This is an optimization exercise on Yosys and OpenROAD, whose aim is a short achievable clock period and few clock cycles, not a production implementation.
Only simulation tests tie the RTL to the original design; equivalence was not proved.
Power figures rest on the tool's default switching activity, not on a simulated workload.

==> inputs of run a <==
==> flow/design.v (excerpt) <==
module CPU (
    input clk,
    input rst,
    input [31:0] im_data_out,
    input [31:0] dm_data_out,
    output [13:0] im_addr,
    output [3:0] dm_write_en,
    output [13:0] dm_addr,
    output [31:0] dm_data_in
);
localparam [6:0] OP_LUI   = 7'b0110111,
                 OP_AUIPC = 7'b0010111,
                 OP_JAL   = 7'b1101111,
                 OP_JALR  = 7'b1100111,
                 OP_BR    = 7'b1100011,
                 OP_LD    = 7'b0000011,
                 OP_ST    = 7'b0100011,
                 OP_IMM   = 7'b0010011,
                 OP_OP    = 7'b0110011;
logic [31:0] F;
logic [31:0] pcd;
logic        dvalid;
logic        dpred;                
logic [2:0]  dpidx;
logic        x_valid;
logic [31:0] x_pc4, x_t, x_pre;
logic [31:0] x_a, x_b, x_op2;     
logic [31:0] x_an, x_bn, x_op2n;
logic [4:0]  x_rd;
logic        x_wrnz, x_ld, x_st, x_br, x_jalr;
logic        x_beq, x_bne, x_blt, x_bge, x_bltu, x_bgeu;
logic        x_sb;
logic        x_pred, x_bwd, x_jal, x_t4;
logic [2:0]  x_pidx;
logic        x_r_add, x_r_sll, x_r_slt, x_r_sltu, x_r_xor, x_r_srl, x_r_or, x_r_and;
logic        x_r_sub, x_sra;
logic        x_r_t;                
logic        x_ldnz, m_ldnz;       
logic [31:0] m_res;
logic [4:0]  m_rd;
logic        m_wrnz, m_ld;         
logic        m_lb;
logic [1:0]  m_off;
logic        m_jr;                 
logic [31:0] m_jt;
logic [4:0]  w_rd;
logic        w_wrnz, w_ld, w_lb;
logic [1:0]  w_off;
logic [13:0] o_dm_addr;
logic [3:0]  o_we_n;
logic [31:0] o_wdata;
logic [31:0] rf [1:31];
logic [31:0] x_result, ld_data;
logic [31:0] w_res, w_data;
logic [15:2] f_out;
assign im_addr     = f_out;
assign dm_addr     = o_dm_addr;
assign dm_write_en = o_we_n;
assign dm_data_in  = o_wdata;
logic [31:0] F4, pcd4;
assign F4   = F + 32'd4;
assign pcd4 = pcd + 32'd4;
logic [31:0] inst;
assign inst = im_data_out;
logic [6:0] opc;
logic [4:0] rd, rs1, rs2;
logic [2:0] f3;
assign opc = inst[6:0];
assign rd  = inst[11:7];
  ...
clock: 8.0 ns
lec_check: 0
cap_margin: 20
core_margin: 2
core_utilization: 25
place_density: 0.45
setup_slack_margin: 4.5
slew_margin: 20
run.sh (not shown) runs the stock make flow with config.mk's settings and CLKGATE_MAP_FILE= SYNTH_SCRIPT=/design/flow/synth_recipe.tcl, a recipe that flattens the netlist after the stock synthesis.
==> run b (differences from run a) <==
--- a/flow/design.v
+++ b/flow/design.v
@@ -1046,11 +1046,10 @@
 logic [13:0] o_dm_addr;
 logic [3:0]  o_we_n;
 logic [31:0] o_wdata;
 logic [31:0] rf [1:31];
 logic [31:0] x_result, ld_data;
-logic [31:0] w_res, w_data;
 logic [15:2] f_out;
 assign im_addr     = f_out;
 assign dm_addr     = o_dm_addr;
 assign dm_write_en = o_we_n;
 assign dm_data_in  = o_wdata;
@@ -1103,12 +1102,12 @@
 logic xm1, xm2, mm1, mm2, lm1, lm2;
 assign xm1 = x_valid & x_wrnz & (x_rd == rs1);
 assign xm2 = x_valid & x_wrnz & (x_rd == rs2);
 assign mm1 = m_wrnz & (m_rd == rs1);
 assign mm2 = m_wrnz & (m_rd == rs2);
-assign lm1 = w_wrnz & (w_rd == rs1);
-assign lm2 = w_wrnz & (w_rd == rs2);
+assign lm1 = w_wrnz & w_ld & (w_rd == rs1);
+assign lm2 = w_wrnz & w_ld & (w_rd == rs2);
 logic d_haz;
 assign d_haz = (d_use1 & ((x_ldnz & (x_rd == rs1)) | (m_ldnz & (m_rd == rs1)))) |
                (d_use2 & ((x_ldnz & (x_rd == rs2)) | (m_ldnz & (m_rd == rs2))));
 logic d_useimm;
 assign d_useimm = ~(d_op | d_br);
@@ -1131,13 +1130,13 @@
         rv2 = rv2 | ({32{dec2[i]}} & rf[i]);
     end
 end
 logic [31:0] fa, fb, fo;
 assign fa = ({32{s1r}} & rv1) | ({32{s1x}} & x_result) |
-            ({32{s1m}} & m_res) | ({32{s1l}} & w_data);
+            ({32{s1m}} & m_res) | ({32{s1l}} & ld_data);
 assign fb = ({32{s2r}} & rv2) | ({32{s2x}} & x_result) |
-            ({32{s2m}} & m_res) | ({32{s2l}} & w_data);
+            ({32{s2m}} & m_res) | ({32{s2l}} & ld_data);
 assign fo = d_useimm ? d_aimm : fb;
 logic d_jf, d_pd;
 logic [31:0] d_pdt;
 assign d_jf  = d_jalr & xm1 & x_r_t;
 assign d_pd  = (d_jal & ~(inst[31:12] == 20'h00400)) | (d_br & inst[31]) | d_jf;
@@ -1252,11 +1251,10 @@
         2'd2: ld_byte = dm_data_out[23:16];
         default: ld_byte = dm_data_out[31:24];
     endcase
 end
 assign ld_data = w_lb ? {{24{ld_byte[7]}}, ld_byte} : dm_data_out;
-assign w_data  = w_ld ? ld_data : w_res;
 always_ff @(posedge clk or posedge rst) begin
     if (rst) begin
         F       <= 32'd0;
         pcd     <= 32'd0;
         dvalid  <= 1'b0;
@@ -1352,21 +1350,22 @@
     m_rd     <= x_rd;
     m_lb     <= x_sb;
     m_off    <= sum[1:0];
     o_dm_addr <= sum[15:2];
     o_wdata  <= st_data;
-    w_res    <= m_res;
     w_rd     <= m_rd;
     w_lb     <= m_lb;
     w_off    <= m_off;
 end
 always_ff @(posedge clk or posedge rst) begin
     if (rst) begin
         for (int i = 1; i < 32; i++) rf[i] <= 32'd0;
     end else begin
         for (int i = 1; i < 32; i++) begin
-            if (w_wrnz && w_rd == 5'(i))
-                rf[i] <= w_data;
+            if (m_wrnz && !m_ld && m_rd == 5'(i))
+                rf[i] <= m_res;
+            else if (w_wrnz && w_ld && w_rd == 5'(i))
+                rf[i] <= ld_data;
         end
     end
 end
 endmodule
--- a/flow/config.mk
+++ b/flow/config.mk
@@ -4,10 +4,12 @@
 export VERILOG_FILES = /design/flow/design.v
 export SDC_FILE = /design/flow/constraint.sdc
 export NUM_CORES = 4
 export LEC_CHECK = 0
 export CAP_MARGIN = 20
+export CELL_PAD_IN_SITES_DETAIL_PLACEMENT = 1
+export CELL_PAD_IN_SITES_GLOBAL_PLACEMENT = 1
 export CORE_MARGIN = 2
 export CORE_UTILIZATION = 25
 export PLACE_DENSITY = 0.45
 export SETUP_SLACK_MARGIN = 4.5
 export SLEW_MARGIN = 20
==> run c (differences from run a) <==
==> flow/config.mk (replaced) <==
export PLATFORM = sky130hd
export DESIGN_NAME = CPU
export DESIGN_NICKNAME = CPU
export VERILOG_FILES = /design/flow/design.v
export SDC_FILE = /design/flow/constraint.sdc
export NUM_CORES = 4
export LEC_CHECK = 0
export CAP_MARGIN = 40
export CORE_MARGIN = 2
export CORE_UTILIZATION = 25
export PLACE_DENSITY = 0.45
export SETUP_SLACK_MARGIN = 4.2
export SLEW_MARGIN = 40
==> impl_results.md <==
- Status: failed layout checks
- Layout check faults: max-capacitance violations, max-slew violations
- Cells on worst reg2reg path: 12
- Synth Register Bits: 1949
- Clock network share of area: 0.05919
- Crit share post-route: 0.5197
- Max Slew Vio Count: 11
- Clk pwr share: 0.323
- Sequential share of power: 0.386
- Nets: 13370
- Post-Route WL: around 780 mm
- Dpl hpwl: a little over 500 mm
- Max-Cap Viols: 1
- Largest net degree at the start of global routing: around 140
[end of results for run b]
==> impl_results.md <==
- Status: timing/DRC/antenna clean
- Clk pwr share: 0.311
- Max Slew Vio Count: 0
- Post-Route WL: 625.3 mm
- Largest net degree at the start of global routing: 166
- Sequential share of power: 0.376
- Crit share post-route: 0.4877
- Cells on worst reg2reg path: 12
- Clock network share of area: 0.06030
- Dpl hpwl: between 300 and 400 mm
- Nets: 11580
- Post-synthesis adder-cell area fraction: 0.03342
[end of results for run a]
==> impl_results.md <==
- Largest net degree at the start of global routing: 138
- Max Slew Vio Count: 0
- Dpl hpwl: 390.8 mm
- Clock network share of area: 0.06529
- Crit share post-route: 0.4904
- Status: timing/DRC/antenna clean
- Cells on worst reg2reg path: 13
- Clk pwr share: 0.320
- Synth Register Bits: 1981
[end of results for run c]
Testbench counts of run a, summed over its fixed seeds: cycles 117,341.
Testbench counts of run b, summed over its fixed seeds: cycles 117,341.
Testbench counts of run c, summed over its fixed seeds: cycles 117,341.

-- port drivers added, routing unchanged --
The flow's constraints put no driver on any port. The routed layouts listed below were extracted and timed again, unchanged, in two steps.
Step 1 assumes that a clkbuf_16 drives the clock port and a buf_2 every other input.
Step 2 also shifts input and output timing later by t, the mid clock arrival at the registers, as if the neighbouring blocks saw the same clock.
a / b / c = ideal / step 1 / step 2; a / b = the first two.
run	t, ns	setup slack, ns	worst register clock-pin slew, ns
run a	1.068	4.099 / 4.113 / 3.095	0.08 / 0.08
run b	1.093	3.842 / 3.842 / 2.861	0.07 / 0.07
run c	1.036	4.077 / 4.101 / 3.065	0.08 / 0.08
For run c, which loses most, drivers alone change the setup slack by +0.024 ns; drivers and shift together by -1.012 ns.
